This is an optimization exercise on Yosys and OpenROAD, whose aim is small area, not a production implementation.
At most, simulation tests tie the RTL to the original design; equivalence was not proved.
The clock port is modelled as an ideal driver, which makes a skipped or thinned clock tree look cheaper than it is; a real chip needs a root buffer or a tree.
Power is estimated from default activity; no workload was simulated.

== run 1 ==
==> flow/design.v <==
`timescale 1ns / 1ps
module Top(
    clk, rst_switch, play_switch, signal_out1, signal_out2, signal_out3, LED, LED_state, mode4_handout_count, LED_switch
);
    input clk, rst_switch, play_switch;
    output [4-1:0] signal_out1, signal_out2, signal_out3;
    output [4-1:0] LED;
    output [5-1:0] LED_state;
    output [3-1:0] mode4_handout_count;
    output LED_switch;
    assign LED_switch = play_switch;
    reg [3:0] db;
    reg db_d, rst;
    wire db_lvl = &db;
    always @(posedge clk) begin
        db <= {db[2:0], rst_switch};
        db_d <= db_lvl;
        rst <= db_lvl & ~db_d;
    end
    reg [1:0] rnd;
    reg [2:0] q5;
    always @(posedge clk) begin
        if (rst) begin
            rnd <= 2'd0;
            q5 <= 3'b100;
        end else begin
            rnd <= rnd + 2'd1;
            q5 <= {q5[1:0], ~(q5[1] & (q5[2] | ~q5[0]))};
        end
    end
    wire tick = ~rnd[1] & rnd[0] & q5[1] & ~q5[0];
    localparam Wait = 3'd0, Open_lid = 3'd1, Hand_out = 3'd2, Hand_in = 3'd3, Close_lid = 3'd4;
    reg [4:0] state;
    wire [1:0] mode = state[4:3];
    wire [2:0] ph = state[2:0];
    reg start;
    reg [9:0] pre;      
    reg [3:0] cnt;      
    reg [2:0] hcnt;     
    wire swon = ~play_switch;
    wire wrap = (pre == 10'b0101100100);     
    wire s0 = (pre == 10'd0);
    reg done;
    always @(*) begin
        case (ph)
            Open_lid:  done = (mode == 2'b01) ? (&cnt) : (cnt[1] & cnt[0]);                
            Hand_out,
            Hand_in:   done = (mode == 2'b01) ? (cnt[3] & cnt[1]) : (cnt[2] & cnt[1]);    
            default:   done = cnt[1] & cnt[0];                                               
        endcase
    end
    wire m3 = (mode == 2'b10);
    wire m4 = (mode == 2'b11);
    reg [4:0] nstate;
    always @(*) begin
        nstate = state;
        case (ph)
            Wait:      if (swon) nstate = {rnd, Open_lid};
            Open_lid:  if (done) nstate = {mode, (m3 && hcnt[1:0] != 2'd3) ? Close_lid : Hand_out};
            Hand_out:  if (done) nstate = {mode, Hand_in};
            Hand_in:   if (done) nstate = {mode, (m4 && !hcnt[2]) ? Hand_out : Close_lid};
            default:   if (done) nstate = {mode, (m3 && hcnt[1:0] != 2'd0) ? Open_lid : Wait};
        endcase
    end
    wire run = start & ~done;
    always @(posedge clk) begin
        start <= (ph != Wait) & ~done;
        if (run & ~wrap)
            pre <= {pre[8:0], ~(pre[9] ^ pre[6])};
        else
            pre <= 10'd0;
        if (~run)
            cnt <= 4'd0;
        else if (wrap)
            cnt <= cnt + 4'd1;
    end
    wire hinc = done & ((ph == Hand_out & m4) | (ph == Open_lid & m3));
    always @(posedge clk) begin
        if (rst) begin
            state <= 5'd0;
            hcnt <= 3'd0;
        end else begin
            state <= nstate;
            if (ph == Close_lid & mode[0])
                hcnt <= 3'd0;
            else if (hinc)
                hcnt <= {hcnt[2] | (mode[0] & hcnt[1] & hcnt[0]), hcnt[1:0] + 2'd1};
        end
    end
    assign LED_state = state;
    assign mode4_handout_count = {hcnt[2], hcnt[1:0] & {2{mode[0]}}};
    assign LED = {mode == 2'd0, mode == 2'd1, m3, m4};
    wire lid_ph = (ph == Open_lid) | (ph == Close_lid);
    wire hand_ph = (ph == Hand_out) | (ph == Hand_in);
    wire lid_over = (cnt[3] | cnt[2] | (cnt[1] & cnt[0] & ~s0));
    wire hand_over = (cnt[3] | (cnt[2] & cnt[1] & ~s0) | (cnt[2] & cnt[1] & cnt[0]));
    wire en = start & ((lid_ph & ~lid_over) | (hand_ph & ~hand_over));
    wire which = ph[1];
    wire fwd = ph[0];
    reg v, w, e, ew, d;
    reg [1:0] p;
    always @(posedge clk) begin
        if (rst) begin
            v <= 1'b0;
            e <= 1'b0;
        end else if (tick) begin
            v <= e;
            e <= en;
        end
    end
    always @(posedge clk) begin
        if (tick) begin
            w <= ew;
            p[0] <= v & (w == ew) & ~p[0];
            p[1] <= v & (w == ew) & (p[1] ^ p[0] ^ ~d);
            ew <= which;
            d <= fwd;
        end
    end
    wire [3:0] onehot = {p[1] & p[0], p[1] & ~p[0], ~p[1] & p[0], ~p[1] & ~p[0]};
    assign signal_out1 = onehot & {4{v & ~w}};
    assign signal_out2 = onehot & {4{v & w}};
    assign signal_out3 = signal_out1;
endmodule  
==> flow/config.mk <==
export PLATFORM = sky130hd
export DESIGN_NAME = Top
export DESIGN_NICKNAME = Top
export VERILOG_FILES = /design/flow/design.v
export SDC_FILE = /design/flow/constraint.sdc
export NUM_CORES = 4
export LEC_CHECK = 0
export CAP_MARGIN = 20
export CORE_MARGIN = 2
export CORE_UTILIZATION = 40
export SLEW_MARGIN = 20
==> flow/constraint.sdc <==
create_clock -name core_clock -period 10.0 [get_ports {clk}]
set_input_delay 2.0000 -clock core_clock [delete_from_list [all_inputs] [get_ports {clk}]]
set_output_delay 2.0000 -clock core_clock [all_outputs]
set_load 0.01 [all_outputs]
run.sh (not shown) runs the stock make flow with config.mk's settings and CLKGATE_MAP_FILE= SYNTH_SCRIPT=/design/flow/synth_recipe.tcl, a recipe that flattens the netlist after the stock synthesis.
Run 1: flow completed, timing, DRC and antenna clean
The following lists how run 2 was set up differently from run 1:
==> flow/flow/run.sh (new file) <==
#!/bin/bash
# Standard ORFS layout, except that the port buffers are the smallest
# buffer (buf_1) instead of the cell buffer_ports picks by default.
set -euo pipefail
bash standard.sh BUFFER_PORTS_ARGS="-buffer_cell sky130_fd_sc_hd__buf_1" finish > standard.log 2>&1
==> flow/standard.sh (new file) <==
#!/bin/bash
# synth_recipe.tcl (not shown) runs the flow's synth.tcl, then flattens the netlist and writes it again
# the make line also repeats each setting of config.mk as NAME=value (left out here)
make -C /OpenROAD-flow-scripts/flow DESIGN_CONFIG=/design/flow/config.mk WORK_HOME=/design/flow/orfs CLKGATE_MAP_FILE= SYNTH_SCRIPT=/design/flow/synth_recipe.tcl "${@:-finish}"
removed: flow/run.sh
Findings:
Routed wire length was lower in the run labelled run 2. Comparing post-placement worst setup slack for run 1 and run 2, the smaller number came from run 1. Run 2 does better than run 1 on register-to-register slack. [diff] wire length of the first global-routing pass, run 2 relative to run 1: improvement. Buffering overhead: run 2 vs run 1 down 7.5 points.
Inputs modified between run 2 and run 3:
==> flow/flow/run.sh <==
#!/bin/bash
# Standard ORFS layout with two changes:
# - after the standard synthesis, the combinational logic is re-mapped for
#   area by yosys/abc (registers untouched: same cells and names);
# - the port buffers are the smallest buffer (buf_1).
set -euo pipefail
HERE=$(pwd)
RES=$HERE/orfs/results/$FLOW_PLATFORM/Top/base
YOSYS=yosys
[ -x "$FLOW_HOME/../tools/install/yosys/bin/yosys" ] && YOSYS=$FLOW_HOME/../tools/install/yosys/bin/yosys

bash standard.sh synth > synth.log 2>&1

mkdir -p resynth
cp $RES/1_2_yosys.v resynth/in.v
cp $FLOW_HOME/platforms/$FLOW_PLATFORM/lib/sky130_fd_sc_hd__tt_025C_1v80.lib resynth/lib.lib
cp flow/resynth.ys flow/abc.script resynth/
(cd resynth && $YOSYS -s resynth.ys > resynth.log 2>&1)
rm -f resynth/lib.lib
cp resynth/out.v $RES/1_2_yosys.v
touch $RES/1_2_yosys.v

bash standard.sh BUFFER_PORTS_ARGS="-buffer_cell sky130_fd_sc_hd__buf_1" finish > standard.log 2>&1
==> flow/flow/abc.script (new file) <==
strash
&get -n
&st
&dch
&nf -R 1000
&put
==> flow/flow/resynth.ys (new file) <==
# Re-map the combinational logic of the standard synthesis netlist for area.
# Registers are kept as they are (same cells, same instance names); every
# other cell is dissolved into its liberty function and re-mapped by abc.
read_liberty -ignore_miss_func lib.lib
read_verilog in.v
hierarchy -top Top
setattr -mod -set keep_hierarchy 1 sky130_fd_sc_hd__dfxtp_1 sky130_fd_sc_hd__edfxtp_1 sky130_fd_sc_hd__dfrtp_1 sky130_fd_sc_hd__dfstp_1 sky130_fd_sc_hd__dfbbp_1
flatten
opt -purge
abc -liberty lib.lib -dont_use *lpflow* -dont_use *probe* -script abc.script
opt_clean -purge
tee -o resynth_stat.txt stat -liberty lib.lib
select Top
write_verilog -noattr -selected out.v
==> comparison <==
- Run 3 — initial core utilization 0.60 points higher, run 2 as reference
- Run 3 — part of the total power dissipated in combinational logic 2.4 points lower, run 2 as reference
- Comparing share of the final layout cell area in multi-input gates for run 2 and run 3, the smaller number came from run 3.
- The standard cells in run 3 occupy less silicon area than those in run 2 do.
- Global-route wire length before repair (higher): run 2
- Compared with run 2, run 3 shows a lower number of global-route vias before repair.
No run of this note included a check of the RTL's function; only the layout flow was run.

Setup of run a:
Another version of the RTL of Top (not shown whole).
Size: roughly 28 I/O pins, roughly 1400 µm² of cells after synthesis.
Settings: LEC_CHECK=0, CAP_MARGIN=20, CORE_MARGIN=2, CORE_UTILIZATION=40, SLEW_MARGIN=20; clock period 10.0 ns.
standard.sh (not shown) runs the stock make flow with config.mk's settings and CLKGATE_MAP_FILE= SYNTH_SCRIPT=/design/flow/synth_recipe.tcl, a recipe that flattens the netlist after the stock synthesis.
==> flow/flow/run.sh <==
#!/bin/bash
# Standard ORFS layout with three changes:
# - after the standard synthesis, the combinational logic is re-mapped for
#   area by yosys/abc (registers untouched: same cells and names); four abc
#   runs with different seeds, and the smallest netlist that yosys proves
#   equal to the standard netlist is used (else the standard netlist);
# - the port buffers are the smallest buffer (buf_1);
# - the clock tree is two clkbuf_8 fed from the clock port (cts_hook.tcl).
# Each tool's output goes to its own log file in this folder.
set -euo pipefail
HERE=$(pwd)
RES=$HERE/orfs/results/$FLOW_PLATFORM/Top/base
YOSYS=yosys
[ -x "$FLOW_HOME/../tools/install/yosys/bin/yosys" ] && YOSYS=$FLOW_HOME/../tools/install/yosys/bin/yosys
LIB=$FLOW_HOME/platforms/$FLOW_PLATFORM/lib/sky130_fd_sc_hd__tt_025C_1v80.lib

bash standard.sh synth > synth.log 2>&1

resynth_one() {
  local d=resynth/s$1
  mkdir -p $d
  cp $RES/1_2_yosys.v $d/in.v
  cp $LIB $d/lib.lib
  cp flow/resynth.ys flow/equiv.ys $d/
  printf 'strash\n&get -n\n&st\n&deepsyn -T 60 -S %s\n&put\nstrash\n&get -n\n&dch\n&nf -R 1000\n&put\n' $1 > $d/abc.script
  if (cd $d && $YOSYS -s resynth.ys > resynth.log 2>&1 && $YOSYS -s equiv.ys > equiv.log 2>&1) \
     && ! grep -q '^ *assign .*[&|^~]' $d/out.v; then
    grep 'Chip area for top' $d/resynth_stat.txt | awk '{print $NF}' > $d/area.txt
  fi
  rm -f $d/lib.lib
}
mkdir -p resynth
for s in 1 2 3 4; do resynth_one $s & done
wait
best=""; barea=""
for s in 1 2 3 4; do
  f=resynth/s$s/area.txt
  [ -s $f ] || continue
  a=$(cat $f)
  if [ -z "$barea" ] || awk -v a=$a -v b=$barea 'BEGIN{exit !(a<b)}'; then best=$s; barea=$a; fi
done
if [ -n "$best" ]; then
  cp resynth/s$best/out.v $RES/1_2_yosys.v
  touch $RES/1_2_yosys.v
  echo "resynth: used seed $best, area $barea" > resynth/status.txt
else
  echo "resynth: failed, standard netlist kept" > resynth/status.txt
fi

bash standard.sh BUFFER_PORTS_ARGS="-buffer_cell sky130_fd_sc_hd__buf_1" \
  PRE_CTS_TCL=$HERE/flow/cts_hook.tcl finish > standard.log 2>&1
==> flow/flow/cts_hook.tcl <==
# Clock tree of K buffers fed straight from the clock port: the clock sinks are
# split into K groups by position (k-means) and each group gets one buffer at
# its centroid.
proc my_simple_cts { clk_net_name buf_cell k } {
  set block [ord::get_db_block]
  set net [$block findNet $clk_net_name]
  set pts {}
  foreach it [$net getITerms] {
    if { [$it isInputSignal] || [$it getIoType] == "INPUT" } {
      set i [$it getInst]
      set bb [$i getBBox]
      lappend pts [list [expr {([$bb xMin]+[$bb xMax])/2.0}] [expr {([$bb yMin]+[$bb yMax])/2.0}] [$i getName] [[$it getMTerm] getName]]
    }
  }
  set n [llength $pts]
  if { $k > $n } { set k $n }
  # initial centres: sinks sorted by x+y, evenly spaced
  set sorted [lsort -real -index 0 $pts]
  set cs {}
  for {set j 0} {$j < $k} {incr j} {
    set p [lindex $sorted [expr {int(($j + 0.5) * $n / $k)}]]
    lappend cs [list [lindex $p 0] [lindex $p 1]]
  }
  for {set iter 0} {$iter < 50} {incr iter} {
    set asg {}
    foreach p $pts {
      set best 0; set bd 1e30
      for {set j 0} {$j < $k} {incr j} {
        set c [lindex $cs $j]
        set d [expr {abs([lindex $p 0]-[lindex $c 0]) + abs([lindex $p 1]-[lindex $c 1])}]
        if { $d < $bd } { set bd $d; set best $j }
      }
      lappend asg $best
    }
    set ncs {}
    for {set j 0} {$j < $k} {incr j} {
      set sx 0; set sy 0; set m 0
      foreach p $pts a $asg { if { $a == $j } { set sx [expr {$sx + [lindex $p 0]}]; set sy [expr {$sy + [lindex $p 1]}]; incr m } }
      if { $m > 0 } { lappend ncs [list [expr {$sx/$m}] [expr {$sy/$m}]] } else { lappend ncs [lindex $cs $j] }
    }
    set cs $ncs
  }
  set dbu [$block getDbUnitsPerMicron]
  for {set j 0} {$j < $k} {incr j} {
    set pins {}
    foreach p $pts a $asg { if { $a == $j } { lappend pins [get_pins "[lindex $p 2]/[lindex $p 3]"] } }
    if { [llength $pins] == 0 } { continue }
    set c [lindex $cs $j]
    insert_buffer -buffer_cell $buf_cell -net $clk_net_name -load_pins $pins \
      -location [list [expr {[lindex $c 0]/$dbu}] [expr {[lindex $c 1]/$dbu}]] \
      -buffer_name clkbuf_leaf_$j -net_name clknet_leaf_$j
    puts "clock buffer $j: [llength $pins] sinks"
  }
}

# Used in place of TritonCTS: the design has few registers, so two clkbuf_8
# fed from the clock port, each driving the registers near it, meet the
# clock slew limit with less area than an H-tree with dummy loads.
rename clock_tree_synthesis __tritoncts_clock_tree_synthesis
proc clock_tree_synthesis { args } {
  my_simple_cts clk sky130_fd_sc_hd__clkbuf_8 2
  # upsize a buffer whose registers would see a slow clock edge
  estimate_parasitics -placement
  foreach j {0 1} {
    set inst [get_cells -quiet clkbuf_leaf_$j]
    if { [llength $inst] == 0 } { continue }
    set maxs 0
    foreach pin [get_pins -of_objects [get_nets clknet_leaf_$j]] {
      foreach rf {rise fall} {
        set s [get_property $pin slew_max_$rf]
        if { $s > $maxs } { set maxs $s }
      }
    }
    set ps [expr {$maxs < 1e-6 ? $maxs * 1e12 : $maxs * 1e3}]
    puts "clock buffer $j: estimated slew [format %.1f $ps] ps"
    if { $ps > 118 } {
      replace_cell $inst sky130_fd_sc_hd__clkbuf_16
      puts "clock buffer $j: upsized to clkbuf_16"
    }
  }
}
Other scripts of this flow, unchanged in this note and not shown: flow/flow/equiv.ys, flow/flow/resynth.ys
Run a went all the way through synthesis, placement and routing and the layout is clean on timing, DRC and antenna.
> inputs changed (run a -> run b)
--- a/flow/flow/cts_hook.tcl
+++ b/flow/flow/cts_hook.tcl
@@ -62,0 +63 @@
+  set_propagated_clock [all_clocks]
@@ -64,8 +65,13 @@
-  foreach j {0 1} {
-    set inst [get_cells -quiet clkbuf_leaf_$j]
-    if { [llength $inst] == 0 } { continue }
-    set maxs 0
-    foreach pin [get_pins -of_objects [get_nets clknet_leaf_$j]] {
-      foreach rf {rise fall} {
-        set s [get_property $pin slew_max_$rf]
-        if { $s > $maxs } { set maxs $s }
+  set block [ord::get_db_block]
+  foreach it [[$block findNet clk] getITerms] {
+    set inst [$it getInst]
+    foreach ot [$inst getITerms] {
+      if { ![$ot isOutputSignal] } { continue }
+      set onet [$ot getNet]
+      if { $onet == "NULL" } { continue }
+      set maxs 0
+      foreach pin [get_pins -of_objects [get_nets [$onet getName]]] {
+        foreach rf {rise fall} {
+          set s [get_property $pin slew_max_$rf]
+          if { $s > $maxs } { set maxs $s }
+        }
@@ -73,6 +79,6 @@
-    }
-    set ps [expr {$maxs < 1e-6 ? $maxs * 1e12 : $maxs * 1e3}]
-    puts "clock buffer $j: estimated slew [format %.1f $ps] ps"
-    if { $ps > 118 } {
-      replace_cell $inst sky130_fd_sc_hd__clkbuf_16
-      puts "clock buffer $j: upsized to clkbuf_16"
+      set ps [expr {$maxs < 1e-6 ? $maxs * 1e12 : $maxs * 1e3}]
+      puts "clock buffer [$inst getName]: estimated slew [format %.1f $ps] ps"
+      if { $ps > 118 } {
+        replace_cell [get_cells [$inst getName]] sky130_fd_sc_hd__clkbuf_16
+        puts "clock buffer [$inst getName]: upsized to clkbuf_16"
+      }
Notes after the runs:
Reported for run b and run a, setup slack turned out identical to the last digit.
Status: arrival time reported for the critical path endpoint parity (run b, run a)
Design area: run a vs run b identical
The met3 routing resource usage after global routing on run a is in line with that on run b.
As far as cell area reported after detailed placement goes, run b and run a are indistinguishable; the numbers are identical.
The total number of vias on run a is in line with that on run b.
Delta (run b minus run a): routed wire length comparable; timing-limited maximum frequency now sits at about the same level.
No run of this note takes its clock network from TritonCTS; it comes from the design's own scripts or RTL.

## static timing again, ports no longer ideal
In the flow no input, the clock included, has a driving cell. The finished layouts below were timed again as built, in two steps. Step 1 sets driving cells, clkbuf_16 on the clock port and buf_2 on the other inputs (assumed; they add their load-dependent delay and slew). Step 2 times the ports against the registers' clock, not the clock port: input delays grow and output delays shrink by t, the midpoint of the rising clock arrivals with the driver on. Three values: no drivers, after step 1, after step 2; two values: the first two.
run | shift t [ns] | setup WS [ns] | hold slack, ns | worst register clock-pin slew, ns
run 1 | 0.311 | 4.947 / 4.922 / 4.922 | 0.354 / 0.354 / 0.354 | 0.08 / 0.08
run 2 | 0.315 | 5.721 / 5.700 / 5.700 | 0.350 / 0.350 / 0.350 | 0.07 / 0.07
run 3 | 0.310 | 5.726 / 5.703 / 5.703 | 0.341 / 0.341 / 0.341 | 0.08 / 0.08
run a | 0.195 | 5.753 / 5.718 / 5.718 | 0.384 / 0.384 / 0.384 | 0.11 / 0.11
run b | 0.195 | 5.753 / 5.718 / 5.718 | 0.384 / 0.384 / 0.384 | 0.11 / 0.11
After both steps setup and hold are still met in every run listed.
